From an optimization exercise on the open Yosys and OpenROAD flow, aimed at small area, a short achievable clock period and few clock cycles per item; shortcuts taken in it are not production practice.
RTL that was checked went through simulation tests only; none was proved equivalent to the original.

==> v2 <==
==> flow/design.v (excerpt) <==
module kadai4 (
    input CLK,
    input RST,
    input [7:0] A,
    input [7:0] B,
    input ACK,
    input START,
    input HALT,
    output [15:0] X,
    output X_VALID,
    output REQ_AB
);
localparam  S_IDLE = 2'd0,
            S_INPUT = 2'd1,
            S_OUTPUT = 2'd2;
reg [15:0] r0, r1, r2, r3, r4, r5, r6, r7;
reg [39:0] e;
reg [1:0] st;
reg [2:0] cnt;       
reg [2:0] w;         
reg req;
reg vld;
wire abort = RST | HALT;
wire acc = req & ACK;
wire [39:0] part;
wire [15:0] prod;
mult_s1 ml1 (
    .a(r5[15:8]),
    .b(r5[7:0]),
    .e(part)
);
mult_s2 ml2 (
    .e(e),
    .x(prod)
);
always @(posedge CLK) begin
    r0 <= acc ? {A, B} : r6;
    r1 <= r0;
    r2 <= r1;
    r3 <= r2;
    r4 <= r3;
    r5 <= r4;
    r6 <= r5;
    e <= part;
    r7 <= prod;
end
always @(posedge CLK) begin
    if (abort) begin
        st <= S_IDLE;
        req <= 1'b0;
        vld <= 1'b0;
    end else begin
        case (st)
            S_IDLE:
                if (START) begin
                    st <= S_INPUT;
                    req <= 1'b1;
                    cnt <= 3'd0;
                end
            S_INPUT:
                if (acc) begin
                    cnt <= cnt + 3'd1;
                    if (cnt == 3'd7) begin
                        st <= S_OUTPUT;
                        req <= 1'b0;
                        vld <= 1'b1;
                    end
                end else if (req) begin
                    req <= 1'b0;
                    w <= 3'd6;
                end else begin
                    w <= w - 3'd1;
                    if (w == 3'd1) req <= 1'b1;
                end
            default: begin
                cnt <= cnt + 3'd1;
                if (cnt == 3'd7) begin
                    st <= S_IDLE;
                    vld <= 1'b0;
                end
            end
        endcase
    end
end
assign X = r7;
assign X_VALID = vld;
assign REQ_AB = req;
endmodule    
Settings: LEC_CHECK=0, ABC_CLOCK_PERIOD_IN_PS=2000, CAP_MARGIN=20, CORE_MARGIN=2, CORE_UTILIZATION=40, SETUP_SLACK_MARGIN=3.0, SLEW_MARGIN=20; clock period 5.0 ns.
run.sh (not shown) runs the stock make flow with config.mk's settings and CLKGATE_MAP_FILE= SYNTH_SCRIPT=/design/flow/synth_recipe.tcl, a recipe that flattens the netlist after the stock synthesis.
==> inputs of v22, as changes to v2 <==
--- a/flow/design.v
+++ b/flow/design.v
@@ -1,9 +1,9 @@
 module mult_s1(
     input [7:0] a,
     input [7:0] b,
-    output [39:0] e
+    output [24:0] e
     );
     wire t1 = (a[0] & b[6]) ^ (a[1] & b[5]);
     wire t2 = (a[0] & b[6]) & (a[1] & b[5]);
     wire t3 = (a[0] & b[7]) ^ (a[1] & b[6]) ^ (a[2] & b[5]);
     wire t4 = ((a[0] & b[7]) & (a[1] & b[6])) | ((a[0] & b[7]) & (a[2] & b[5])) | ((a[1] & b[6]) & (a[2] & b[5]));
@@ -61,81 +61,68 @@
     wire t56 = (t32 & t34) | (t32 & t35) | (t34 & t35);
     wire t57 = t36 ^ t38 ^ t39;
     wire t58 = (t36 & t38) | (t36 & t39) | (t38 & t39);
     wire t59 = t40 ^ (a[5] & b[7]) ^ (a[6] & b[6]);
     wire t60 = (t40 & (a[5] & b[7])) | (t40 & (a[6] & b[6])) | ((a[5] & b[7]) & (a[6] & b[6]));
-    assign e[0] = (a[0] & b[0]);
-    assign e[1] = (a[0] & b[1]);
-    assign e[2] = (a[1] & b[0]);
-    assign e[3] = (a[0] & b[2]);
-    assign e[4] = (a[1] & b[1]);
-    assign e[5] = (a[2] & b[0]);
-    assign e[6] = t41;
-    assign e[7] = (a[2] & b[1]);
-    assign e[8] = (a[3] & b[0]);
-    assign e[9] = t42;
-    assign e[10] = t43;
-    assign e[11] = (a[4] & b[0]);
-    assign e[12] = t44;
-    assign e[13] = t45;
-    assign e[14] = (a[5] & b[0]);
-    assign e[15] = t46;
-    assign e[16] = t47;
-    assign e[17] = t21;
-    assign e[18] = t48;
-    assign e[19] = t49;
-    assign e[20] = t25;
-    assign e[21] = t50;
-    assign e[22] = t51;
-    assign e[23] = t29;
-    assign e[24] = t52;
-    assign e[25] = t53;
-    assign e[26] = t33;
-    assign e[27] = t54;
-    assign e[28] = t55;
-    assign e[29] = t37;
-    assign e[30] = t56;
-    assign e[31] = t57;
-    assign e[32] = (a[7] & b[4]);
-    assign e[33] = t58;
-    assign e[34] = t59;
-    assign e[35] = (a[7] & b[5]);
-    assign e[36] = t60;
-    assign e[37] = (a[6] & b[7]);
-    assign e[38] = (a[7] & b[6]);
-    assign e[39] = (a[7] & b[7]);
+    assign e[0] = t41;
+    assign e[1] = t42;
+    assign e[2] = t43;
+    assign e[3] = t44;
+    assign e[4] = t45;
+    assign e[5] = t46;
+    assign e[6] = t47;
+    assign e[7] = t21;
+    assign e[8] = t48;
+    assign e[9] = t49;
+    assign e[10] = t25;
+    assign e[11] = t50;
+    assign e[12] = t51;
+    assign e[13] = t29;
+    assign e[14] = t52;
+    assign e[15] = t53;
+    assign e[16] = t33;
+    assign e[17] = t54;
+    assign e[18] = t55;
+    assign e[19] = t37;
+    assign e[20] = t56;
+    assign e[21] = t57;
+    assign e[22] = t58;
+    assign e[23] = t59;
+    assign e[24] = t60;
 endmodule
 module mult_s2(
-    input [39:0] e,
+    input [7:0] a,
+    input [7:0] b,
+    input [24:0] e,
     output [15:0] x
     );
-    wire t1 = e[3] ^ e[4];
-    wire t2 = e[3] & e[4];
-    wire t3 = e[6] ^ e[7] ^ e[8];
-    wire t4 = (e[6] & e[7]) | (e[6] & e[8]) | (e[7] & e[8]);
-    wire t5 = e[9] ^ e[10] ^ e[11];
-    wire t6 = (e[9] & e[10]) | (e[9] & e[11]) | (e[10] & e[11]);
-    wire t7 = e[12] ^ e[13] ^ e[14];
-    wire t8 = (e[12] & e[13]) | (e[12] & e[14]) | (e[13] & e[14]);
-    wire t9 = e[15] ^ e[16] ^ e[17];
-    wire t10 = (e[15] & e[16]) | (e[15] & e[17]) | (e[16] & e[17]);
-    wire t11 = e[18] ^ e[19] ^ e[20];
-    wire t12 = (e[18] & e[19]) | (e[18] & e[20]) | (e[19] & e[20]);
-    wire t13 = e[21] ^ e[22] ^ e[23];
-    wire t14 = (e[21] & e[22]) | (e[21] & e[23]) | (e[22] & e[23]);
-    wire t15 = e[24] ^ e[25] ^ e[26];
-    wire t16 = (e[24] & e[25]) | (e[24] & e[26]) | (e[25] & e[26]);
-    wire t17 = e[27] ^ e[28] ^ e[29];
-    wire t18 = (e[27] & e[28]) | (e[27] & e[29]) | (e[28] & e[29]);
-    wire t19 = e[30] ^ e[31] ^ e[32];
-    wire t20 = (e[30] & e[31]) | (e[30] & e[32]) | (e[31] & e[32]);
-    wire t21 = e[33] ^ e[34] ^ e[35];
-    wire t22 = (e[33] & e[34]) | (e[33] & e[35]) | (e[34] & e[35]);
-    wire t23 = e[36] ^ e[37] ^ e[38];
-    wire t24 = (e[36] & e[37]) | (e[36] & e[38]) | (e[37] & e[38]);
-    wire [15:0] r0 = {1'b0, t24, t22, t20, t18, t16, t14, t12, t10, t8, t6, t4, t2, t1, e[1], e[0]};
-    wire [15:0] r1 = {1'b0, e[39], t23, t21, t19, t17, t15, t13, t11, t9, t7, t5, t3, e[5], e[2], 1'b0};
+    wire t1 = (a[0] & b[2]) ^ (a[1] & b[1]);
+    wire t2 = (a[0] & b[2]) & (a[1] & b[1]);
+    wire t3 = e[0] ^ (a[2] & b[1]) ^ (a[3] & b[0]);
+    wire t4 = (e[0] & (a[2] & b[1])) | (e[0] & (a[3] & b[0])) | ((a[2] & b[1]) & (a[3] & b[0]));
+    wire t5 = e[1] ^ e[2] ^ (a[4] & b[0]);
+    wire t6 = (e[1] & e[2]) | (e[1] & (a[4] & b[0])) | (e[2] & (a[4] & b[0]));
+    wire t7 = e[3] ^ e[4] ^ (a[5] & b[0]);
+    wire t8 = (e[3] & e[4]) | (e[3] & (a[5] & b[0])) | (e[4] & (a[5] & b[0]));
+    wire t9 = e[5] ^ e[6] ^ e[7];
+    wire t10 = (e[5] & e[6]) | (e[5] & e[7]) | (e[6] & e[7]);
+    wire t11 = e[8] ^ e[9] ^ e[10];
+    wire t12 = (e[8] & e[9]) | (e[8] & e[10]) | (e[9] & e[10]);
+    wire t13 = e[11] ^ e[12] ^ e[13];
+    wire t14 = (e[11] & e[12]) | (e[11] & e[13]) | (e[12] & e[13]);
+    wire t15 = e[14] ^ e[15] ^ e[16];
+    wire t16 = (e[14] & e[15]) | (e[14] & e[16]) | (e[15] & e[16]);
+    wire t17 = e[17] ^ e[18] ^ e[19];
+    wire t18 = (e[17] & e[18]) | (e[17] & e[19]) | (e[18] & e[19]);
+    wire t19 = e[20] ^ e[21] ^ (a[7] & b[4]);
+    wire t20 = (e[20] & e[21]) | (e[20] & (a[7] & b[4])) | (e[21] & (a[7] & b[4]));
+    wire t21 = e[22] ^ e[23] ^ (a[7] & b[5]);
+    wire t22 = (e[22] & e[23]) | (e[22] & (a[7] & b[5])) | (e[23] & (a[7] & b[5]));
+    wire t23 = e[24] ^ (a[6] & b[7]) ^ (a[7] & b[6]);
+    wire t24 = (e[24] & (a[6] & b[7])) | (e[24] & (a[7] & b[6])) | ((a[6] & b[7]) & (a[7] & b[6]));
+    wire [15:0] r0 = {1'b0, t24, t22, t20, t18, t16, t14, t12, t10, t8, t6, t4, t2, t1, (a[0] & b[1]), (a[0] & b[0])};
+    wire [15:0] r1 = {1'b0, (a[7] & b[7]), t23, t21, t19, t17, t15, t13, t11, t9, t7, t5, t3, (a[2] & b[0]), (a[1] & b[0]), 1'b0};
     assign x = r0 + r1;
 endmodule
 `timescale 1ns / 1ps
 module kadai4 (
     input CLK,
@@ -151,26 +138,28 @@
 );
 localparam  S_IDLE = 2'd0,
             S_INPUT = 2'd1,
             S_OUTPUT = 2'd2;
 reg [15:0] r0, r1, r2, r3, r4, r5, r6, r7;
-reg [39:0] e;
+reg [24:0] e;
 reg [1:0] st;
 reg [2:0] cnt;       
 reg [2:0] w;         
 reg req;
 reg vld;
 wire abort = RST | HALT;
 wire acc = req & ACK;
-wire [39:0] part;
+wire [24:0] part;
 wire [15:0] prod;
 mult_s1 ml1 (
     .a(r5[15:8]),
     .b(r5[7:0]),
     .e(part)
 );
 mult_s2 ml2 (
+    .a(r6[15:8]),
+    .b(r6[7:0]),
     .e(e),
     .x(prod)
 );
 always @(posedge CLK) begin
     r0 <= acc ? {A, B} : r6;
==> flow/flow/run.sh (new file) <==
#!/bin/bash
# The standard layout, with Yosys's full-adder extraction left out: the adder
# trees are mapped by ABC from plain gates instead of sky130 fa/ha cells.
set -euo pipefail
bash standard.sh ADDER_MAP_FILE= finish > flow.log 2>&1
==> flow/standard.sh (new file) <==
#!/bin/bash
# synth_recipe.tcl (not shown) runs the flow's synth.tcl, then flattens the netlist and writes it again
# the make line also repeats each setting of config.mk as NAME=value (left out here)
make -C /OpenROAD-flow-scripts/flow DESIGN_CONFIG=/design/flow/config.mk WORK_HOME=/design/flow/orfs CLKGATE_MAP_FILE= SYNTH_SCRIPT=/design/flow/synth_recipe.tcl "${@:-finish}"
CTS_BUF_LIST = sky130_fd_sc_hd__clkbuf_8   (was unset)
CTS_CLUSTER_DIAMETER = 100   (was unset)
CTS_CLUSTER_SIZE = 30   (was unset)
removed: flow/run.sh
==> inputs of v24, as changes to v2 <==
CTS_BUF_LIST = sky130_fd_sc_hd__clkbuf_8   (was unset)
CTS_CLUSTER_DIAMETER = 100   (was unset)
CTS_CLUSTER_SIZE = 30   (was unset)
==> impl_metrics.ini <==
[finish]
nClkBuffers = 20
buf_share = 0.0609
instances_no_fill = 918

[status]
status = no timing/DRC/antenna violations

[synth]
synth_compound_area_frac = 0.127

[floorplan]
die-area_sq_um = 16900
(the above is from v22)
==> impl_metrics.ini <==
[synth]
synth_compound_area_frac = 0.0439

[floorplan]
die-area_sq_um = 15900

[drt]
ant_nets = 0

[finish]
buf_share = 0.0582

[status]
status = no timing/DRC/antenna violations
(the above is from v24)
==> impl_metrics.ini <==
[finish]
nClkBuffers = 21
buf_share = 0.0595
instances_no_fill = 712

[worst_setup_path]
cp-end-kind = register

[synth]
synth_compound_area_frac = 0.0439

[status]
status = no timing/DRC/antenna violations
(the above is from v2)
Testbench counts of v22, summed over its fixed seeds: cycles 3,264, items 1,536.
For v2 and v24, only the layout was checked, not whether the RTL still works.

re-timing with driven ports:
How much do the figures lean on ideal ports? The routed layouts below were timed once more, with nothing changed but the port constraints.
Step 1 assumes that a clkbuf_16 drives the clock port and a buf_2 every other input.
Step 2 adds t to the input delays and takes it off the output delays; t is the mean of the earliest and latest rising clock arrival at the registers after step 1. Input paths then give back, and output paths get back, about the clock's delay inside the block.
a / b / c = ideal ports / drivers / drivers and shift; a / b = the first two.
run	shift t [ns]	setup WS [ns]	slew at the worst register clock pin (ns)	worst data-port slew with drivers (ns)
v2	0.453	2.762 / 2.762 / 2.648	0.06 / 0.06	0.03
v22	0.478	2.917 / 2.917 / 2.591	0.09 / 0.09	0.04
v24	0.477	2.776 / 2.776 / 2.622	0.09 / 0.09	0.03
After both steps setup and hold are still met in every run listed. For v22, which loses most, drivers alone change the setup slack by 0.000 ns; drivers and shift together by -0.326 ns.
